This design comes from an exercise in tuning for small area on the open sky130 flow, not from production work. No functional check of the RTL was part of this run. Power and IR drop assume default switching activity.

**flow/config.mk**
```make
export PLATFORM = sky130hd
export DESIGN_NAME = SortingNetwork
export DESIGN_NICKNAME = SortingNetwork
export VERILOG_FILES = /design/flow/design.v
export SDC_FILE = /design/flow/constraint.sdc
export NUM_CORES = 4
export LEC_CHECK = 0
export CAP_MARGIN = 20
export CORE_MARGIN = 2
export CORE_UTILIZATION = 55
export SLEW_MARGIN = 20
export SYNTH_HIERARCHICAL = 1
```
**flow/flow/run.sh**
```bash
#!/bin/bash
# The standard layout (the standard.sh, unchanged synthesis and steps), with the
# port buffers made of the smallest buffer cell instead of the one ORFS picks by default.
export BUFFER_PORTS_ARGS="-buffer_cell sky130_fd_sc_hd__buf_1"
bash standard.sh > standard.log 2>&1
```
**flow/design.v**
```verilog
module INV   (input a, output y); assign y = ~a; endmodule
module O22AI (input a1, input a2, input b1, input b2, output y); assign y = ~((a1 | a2) & (b1 | b2)); endmodule
module CAS_SAME (input [31:0] x, input [31:0] y, output [31:0] lo_n, output [31:0] hi_n);
    wire s, sn;
    CMP32 cmp(.x(x), .y(y), .s(s), .sn(sn));
    genvar i;
    generate for (i = 0; i < 32; i = i + 1) begin : m
        O22AI ml(.a1(y[i]), .a2(sn), .b1(x[i]), .b2(s), .y(lo_n[i]));   
        O22AI mh(.a1(x[i]), .a2(sn), .b1(y[i]), .b2(s), .y(hi_n[i]));   
    end endgenerate
endmodule
module INV32 (input [31:0] a, output [31:0] y);
    genvar i;
    generate for (i = 0; i < 32; i = i + 1) begin : n
        INV n(.a(a[i]), .y(y[i]));
    end endgenerate
endmodule
module C4 (input [3:0] x, input [3:0] y, output G, output P);
    wire [3:0] g0 = x & ~y;
    wire [3:0] p0 = x | ~y;
    wire g10 = g0[1] | (p0[1] & g0[0]);
    wire g32 = g0[3] | (p0[3] & g0[2]);
    assign G = g32 | (p0[3] & p0[2] & g10);
    assign P = p0[3] & p0[2] & p0[1] & p0[0];
endmodule
module NODE_T (input gh, input gl, input ph, input pl, output gn, output pn);
    assign gn = ~(gh | (ph & gl));
    assign pn = ~(ph & pl);
endmodule
module NODE_I (input gnh, input gnl, input pnh, input pnl, output g, output p);
    assign g = ~(gnh & (pnh | gnl));
    assign p = ~(pnh | pnl);
endmodule
module ROOT_T (input gh, input gl, input ph, output s, output sn);
    assign sn = ~(gh | (ph & gl));
    assign s = ~sn;
endmodule
module CMP32 (input [31:0] x, input [31:0] y, output s, output sn);
    wire [7:0] G, P;
    wire [3:0] g1n, p1n;
    wire [1:0] g2, p2;
    genvar i;
    generate for (i = 0; i < 8; i = i + 1) begin : b
        C4 c(.x(x[4*i+3:4*i]), .y(y[4*i+3:4*i]), .G(G[i]), .P(P[i]));
    end endgenerate
    generate for (i = 0; i < 4; i = i + 1) begin : n1
        NODE_T n(.gh(G[2*i+1]), .gl(G[2*i]), .ph(P[2*i+1]), .pl(P[2*i]), .gn(g1n[i]), .pn(p1n[i]));
    end endgenerate
    generate for (i = 0; i < 2; i = i + 1) begin : n2
        NODE_I n(.gnh(g1n[2*i+1]), .gnl(g1n[2*i]), .pnh(p1n[2*i+1]), .pnl(p1n[2*i]), .g(g2[i]), .p(p2[i]));
    end endgenerate
    ROOT_T r(.gh(g2[1]), .gl(g2[0]), .ph(p2[1]), .s(s), .sn(sn));
endmodule
module SortingNetwork (
    input  wire [511:0] data_in,
    input  wire         clk,
    input  wire         ena,
    input  wire         rst,
    output wire [511:0] data_out,
    output wire         valid
    );
    reg [1:0] vld;
    always @(posedge clk or posedge rst) begin
        if (rst) vld <= 2'd0;
        else if (ena) vld <= {vld[0:0], 1'b1};
    end
    assign valid = vld[1];
    wire [31:0] w0_0, w0_13;
    CAS_SAME c0_0_13(.x(data_in[31:0]), .y(data_in[447:416]), .lo_n(w0_0), .hi_n(w0_13));
    wire [31:0] w0_1, w0_12;
    CAS_SAME c0_1_12(.x(data_in[63:32]), .y(data_in[415:384]), .lo_n(w0_1), .hi_n(w0_12));
    wire [31:0] w0_2, w0_15;
    CAS_SAME c0_2_15(.x(data_in[95:64]), .y(data_in[511:480]), .lo_n(w0_2), .hi_n(w0_15));
    wire [31:0] w0_3, w0_14;
    CAS_SAME c0_3_14(.x(data_in[127:96]), .y(data_in[479:448]), .lo_n(w0_3), .hi_n(w0_14));
    wire [31:0] w0_4, w0_8;
    CAS_SAME c0_4_8(.x(data_in[159:128]), .y(data_in[287:256]), .lo_n(w0_4), .hi_n(w0_8));
    wire [31:0] w0_5, w0_6;
    CAS_SAME c0_5_6(.x(data_in[191:160]), .y(data_in[223:192]), .lo_n(w0_5), .hi_n(w0_6));
    wire [31:0] w0_7, w0_11;
    CAS_SAME c0_7_11(.x(data_in[255:224]), .y(data_in[383:352]), .lo_n(w0_7), .hi_n(w0_11));
    wire [31:0] w0_9, w0_10;
    CAS_SAME c0_9_10(.x(data_in[319:288]), .y(data_in[351:320]), .lo_n(w0_9), .hi_n(w0_10));
    wire [31:0] w1_0, w1_5;
    CAS_SAME c1_0_5(.x(w0_0), .y(w0_5), .lo_n(w1_5), .hi_n(w1_0));
    wire [31:0] w1_1, w1_7;
    CAS_SAME c1_1_7(.x(w0_1), .y(w0_7), .lo_n(w1_7), .hi_n(w1_1));
    wire [31:0] w1_2, w1_9;
    CAS_SAME c1_2_9(.x(w0_2), .y(w0_9), .lo_n(w1_9), .hi_n(w1_2));
    wire [31:0] w1_3, w1_4;
    CAS_SAME c1_3_4(.x(w0_3), .y(w0_4), .lo_n(w1_4), .hi_n(w1_3));
    wire [31:0] w1_6, w1_13;
    CAS_SAME c1_6_13(.x(w0_6), .y(w0_13), .lo_n(w1_13), .hi_n(w1_6));
    wire [31:0] w1_8, w1_14;
    CAS_SAME c1_8_14(.x(w0_8), .y(w0_14), .lo_n(w1_14), .hi_n(w1_8));
    wire [31:0] w1_10, w1_15;
    CAS_SAME c1_10_15(.x(w0_10), .y(w0_15), .lo_n(w1_15), .hi_n(w1_10));
    wire [31:0] w1_11, w1_12;
    CAS_SAME c1_11_12(.x(w0_11), .y(w0_12), .lo_n(w1_12), .hi_n(w1_11));
    wire [31:0] w2_0, w2_1;
    CAS_SAME c2_0_1(.x(w1_0), .y(w1_1), .lo_n(w2_0), .hi_n(w2_1));
    wire [31:0] w2_2, w2_3;
    CAS_SAME c2_2_3(.x(w1_2), .y(w1_3), .lo_n(w2_2), .hi_n(w2_3));
    wire [31:0] w2_4, w2_5;
    CAS_SAME c2_4_5(.x(w1_4), .y(w1_5), .lo_n(w2_4), .hi_n(w2_5));
    wire [31:0] w2_6, w2_8;
    CAS_SAME c2_6_8(.x(w1_6), .y(w1_8), .lo_n(w2_6), .hi_n(w2_8));
    wire [31:0] w2_7, w2_9;
    CAS_SAME c2_7_9(.x(w1_7), .y(w1_9), .lo_n(w2_7), .hi_n(w2_9));
    wire [31:0] w2_10, w2_11;
    CAS_SAME c2_10_11(.x(w1_10), .y(w1_11), .lo_n(w2_10), .hi_n(w2_11));
    wire [31:0] w2_12, w2_13;
    CAS_SAME c2_12_13(.x(w1_12), .y(w1_13), .lo_n(w2_12), .hi_n(w2_13));
    wire [31:0] w2_14, w2_15;
    CAS_SAME c2_14_15(.x(w1_14), .y(w1_15), .lo_n(w2_14), .hi_n(w2_15));
    wire [31:0] w3_0, w3_2;
    CAS_SAME c3_0_2(.x(w2_0), .y(w2_2), .lo_n(w3_2), .hi_n(w3_0));
    wire [31:0] w3_1, w3_3;
    CAS_SAME c3_1_3(.x(w2_1), .y(w2_3), .lo_n(w3_3), .hi_n(w3_1));
    wire [31:0] w3_4, w3_10;
    CAS_SAME c3_4_10(.x(w2_4), .y(w2_10), .lo_n(w3_10), .hi_n(w3_4));
    wire [31:0] w3_5, w3_11;
    CAS_SAME c3_5_11(.x(w2_5), .y(w2_11), .lo_n(w3_11), .hi_n(w3_5));
    wire [31:0] w3_6, w3_7;
    CAS_SAME c3_6_7(.x(w2_6), .y(w2_7), .lo_n(w3_7), .hi_n(w3_6));
    wire [31:0] w3_8, w3_9;
    CAS_SAME c3_8_9(.x(w2_8), .y(w2_9), .lo_n(w3_9), .hi_n(w3_8));
    wire [31:0] w3_12, w3_14;
    CAS_SAME c3_12_14(.x(w2_12), .y(w2_14), .lo_n(w3_14), .hi_n(w3_12));
    wire [31:0] w3_13, w3_15;
    CAS_SAME c3_13_15(.x(w2_13), .y(w2_15), .lo_n(w3_15), .hi_n(w3_13));
    reg [511:0] r0;   
    always @(posedge clk) if (ena) r0 <= {w3_15, w3_14, w3_13, w3_12, w3_11, w3_10, w3_9, w3_8, w3_7, w3_6, w3_5, w3_4, w3_3, w3_2, w3_1, w3_0};
    wire [31:0] w4_1, w4_2;
    CAS_SAME c4_1_2(.x(r0[63:32]), .y(r0[95:64]), .lo_n(w4_1), .hi_n(w4_2));
    wire [31:0] w4_3, w4_12;
    CAS_SAME c4_3_12(.x(r0[127:96]), .y(r0[415:384]), .lo_n(w4_3), .hi_n(w4_12));
    wire [31:0] w4_4, w4_6;
    CAS_SAME c4_4_6(.x(r0[159:128]), .y(r0[223:192]), .lo_n(w4_4), .hi_n(w4_6));
    wire [31:0] w4_5, w4_7;
    CAS_SAME c4_5_7(.x(r0[191:160]), .y(r0[255:224]), .lo_n(w4_5), .hi_n(w4_7));
    wire [31:0] w4_8, w4_10;
    CAS_SAME c4_8_10(.x(r0[287:256]), .y(r0[351:320]), .lo_n(w4_8), .hi_n(w4_10));
    wire [31:0] w4_9, w4_11;
    CAS_SAME c4_9_11(.x(r0[319:288]), .y(r0[383:352]), .lo_n(w4_9), .hi_n(w4_11));
    wire [31:0] w4_13, w4_14;
    CAS_SAME c4_13_14(.x(r0[447:416]), .y(r0[479:448]), .lo_n(w4_13), .hi_n(w4_14));
    wire [31:0] w5_1, w5_4;
    CAS_SAME c5_1_4(.x(w4_1), .y(w4_4), .lo_n(w5_4), .hi_n(w5_1));
    wire [31:0] w5_2, w5_6;
    CAS_SAME c5_2_6(.x(w4_2), .y(w4_6), .lo_n(w5_6), .hi_n(w5_2));
    wire [31:0] w5_5, w5_8;
    CAS_SAME c5_5_8(.x(w4_5), .y(w4_8), .lo_n(w5_8), .hi_n(w5_5));
    wire [31:0] w5_7, w5_10;
    CAS_SAME c5_7_10(.x(w4_7), .y(w4_10), .lo_n(w5_10), .hi_n(w5_7));
    wire [31:0] w5_9, w5_13;
    CAS_SAME c5_9_13(.x(w4_9), .y(w4_13), .lo_n(w5_13), .hi_n(w5_9));
    wire [31:0] w5_11, w5_14;
    CAS_SAME c5_11_14(.x(w4_11), .y(w4_14), .lo_n(w5_14), .hi_n(w5_11));
    wire [31:0] w6_2, w6_4;
    CAS_SAME c6_2_4(.x(w5_2), .y(w5_4), .lo_n(w6_2), .hi_n(w6_4));
    wire [31:0] w6_3, w6_6;
    wire [31:0] t6_3;
    INV32 ti6_3(.a(w4_3), .y(t6_3));
    CAS_SAME c6_3_6(.x(t6_3), .y(w5_6), .lo_n(w6_3), .hi_n(w6_6));
    wire [31:0] w6_9, w6_12;
    wire [31:0] t6_12;
    INV32 ti6_12(.a(w4_12), .y(t6_12));
    CAS_SAME c6_9_12(.x(w5_9), .y(t6_12), .lo_n(w6_9), .hi_n(w6_12));
    wire [31:0] w6_11, w6_13;
    CAS_SAME c6_11_13(.x(w5_11), .y(w5_13), .lo_n(w6_11), .hi_n(w6_13));
    wire [31:0] w7_3, w7_5;
    wire [31:0] t7_3;
    INV32 ti7_3(.a(w6_3), .y(t7_3));
    CAS_SAME c7_3_5(.x(t7_3), .y(w5_5), .lo_n(w7_3), .hi_n(w7_5));
    wire [31:0] w7_6, w7_8;
    wire [31:0] t7_6;
    INV32 ti7_6(.a(w6_6), .y(t7_6));
    CAS_SAME c7_6_8(.x(t7_6), .y(w5_8), .lo_n(w7_6), .hi_n(w7_8));
    wire [31:0] w7_7, w7_9;
    wire [31:0] t7_9;
    INV32 ti7_9(.a(w6_9), .y(t7_9));
    CAS_SAME c7_7_9(.x(w5_7), .y(t7_9), .lo_n(w7_7), .hi_n(w7_9));
    wire [31:0] w7_10, w7_12;
    wire [31:0] t7_12;
    INV32 ti7_12(.a(w6_12), .y(t7_12));
    CAS_SAME c7_10_12(.x(w5_10), .y(t7_12), .lo_n(w7_10), .hi_n(w7_12));
    reg [511:0] r1;   
    always @(posedge clk) if (ena) r1 <= {r0[511:480], w5_14, w6_13, w7_12, w6_11, w7_10, w7_9, w7_8, w7_7, w7_6, w7_5, w6_4, w7_3, w6_2, w5_1, r0[31:0]};
    wire [31:0] w8_3, w8_4;
    CAS_SAME c8_3_4(.x(r1[127:96]), .y(r1[159:128]), .lo_n(w8_4), .hi_n(w8_3));
    wire [31:0] w8_5, w8_6;
    CAS_SAME c8_5_6(.x(r1[191:160]), .y(r1[223:192]), .lo_n(w8_6), .hi_n(w8_5));
    wire [31:0] w8_7, w8_8;
    CAS_SAME c8_7_8(.x(r1[255:224]), .y(r1[287:256]), .lo_n(w8_8), .hi_n(w8_7));
    wire [31:0] w8_9, w8_10;
    CAS_SAME c8_9_10(.x(r1[319:288]), .y(r1[351:320]), .lo_n(w8_10), .hi_n(w8_9));
    wire [31:0] w8_11, w8_12;
    CAS_SAME c8_11_12(.x(r1[383:352]), .y(r1[415:384]), .lo_n(w8_12), .hi_n(w8_11));
    wire [31:0] w9_6, w9_7;
    CAS_SAME c9_6_7(.x(w8_6), .y(w8_7), .lo_n(w9_6), .hi_n(w9_7));
    wire [31:0] w9_8, w9_9;
    CAS_SAME c9_8_9(.x(w8_8), .y(w8_9), .lo_n(w9_8), .hi_n(w9_9));
    wire [31:0] o2;
    INV32 oi2(.a(r1[95:64]), .y(o2));
    wire [31:0] o6;
    INV32 oi6(.a(w9_6), .y(o6));
    wire [31:0] o7;
    INV32 oi7(.a(w9_7), .y(o7));
    wire [31:0] o8;
    INV32 oi8(.a(w9_8), .y(o8));
    wire [31:0] o9;
    INV32 oi9(.a(w9_9), .y(o9));
    wire [31:0] o13;
    INV32 oi13(.a(r1[447:416]), .y(o13));
    assign data_out = {r1[511:480], r1[479:448], o13, w8_12, w8_11, w8_10, o9, o8, o7, o6, w8_5, w8_4, w8_3, o2, r1[63:32], r1[31:0]};
endmodule
```
**flow/constraint.sdc**
```tcl
create_clock -name core_clock -period 6.0 [get_ports {clk}]
set_input_delay 1.2000 -clock core_clock [delete_from_list [all_inputs] [get_ports {clk}]]
set_output_delay 1.2000 -clock core_clock [all_outputs]
set_load 0.01 [all_outputs]
```
**flow/standard.sh**
```bash
#!/bin/bash
# synth_recipe.tcl (not shown) runs the flow's synth.tcl, then flattens the netlist and writes it again
# the make line also repeats each setting of config.mk as NAME=value (left out here)
make -C /OpenROAD-flow-scripts/flow DESIGN_CONFIG=/design/flow/config.mk WORK_HOME=/design/flow/orfs CLKGATE_MAP_FILE= SYNTH_SCRIPT=/design/flow/synth_recipe.tcl "${@:-finish}"
```
==> summary.txt <==
-- worst min path at each step --
stage | startpoint | endpoint | slack [ps] | depth (start not counted)
2_1_floorplan | r0[0] | r1[0] | 400 | 0
3_3_place_gp | r0[494] | r1[494] | 400 | 0
3_5_place_dp | r0[497] | r1[497] | 410 | 0
4_1_cts | rst | vld[1] | 210 | 2
-- metrics by stage --
step / std cells / utilization [%] / hold WS (ps)
after floorplan: 10800 / - / 400
after global placement: 18300 / 79.7 / 403
after detailed placement: 18300 / 79.7 / 412
after CTS: 18600 / 84.0 / 206
-- power by group through the flow --
stage                     combinational [mW]  sequential, mW  clock [mW]
after global placement                   293            32.8           0
after detailed placement                 304            33.0           0
after floorplan                          120            23.9           0
after CTS                                317            33.4        6.86
-- layer usage --
| metal | global-route usage, % | GRT overflow |
|---|---|---|
| met2 | 89.7 | 4 |
| met3 | 49.9 | 1 |
| met5 | 23.9 | 0 |
| met1 | 71.3 | 0 |
| met4 | 69.5 | 2 |
-- repair_timing --
| action | in CTS |
|---|---|
| gates resized for setup | 504 |
| buffers inserted | 43 |
| pin swaps | 59 |
| cloned | 26 |
| setup endpoints to repair | 899 |
==> summary.txt <==
- Run status: stopped before the end
- Failing step: 5_1_grt
- Stop err: [ERROR GRT-0116] Global routing finished with congestion. Check the congestion regions in the DRC Viewer.
- First-pass GRT wire length: a little over 900000 um
- H-tree level count: 3
- CTS sink cnt: 1026
- Syn_nets: 11.4k
- Chip height: 417 um
- Pin count of the biggest net entering global routing: 173
- Initial Util: 55.4%
- Dpl hpwl: around 460000 um
- Io pins: 1028
- Hold-fix buffers at CTS: 0
- Syn Area/Cell: 8.67 sq um
- Vias in the first global route: ~140k
- Place WS: -2890 ps
- Final RePlAce weighted congestion: between 1 and 1.5
- GRT Overall Usage: a little over two thirds
- Mapped Area: 94000 sq um
- Num CTS Buffers: 105
- Rows: 151
- PortBufs: 1027
- Total gr overflow: 7
- Die X: 417 um
- Area after DPL: 135000 sq um
- Root Driver: clkbuf_16
- Yosys warns: 7
- Cell count after synthesis: 10.8k
- CTS Buffer Depth: 3
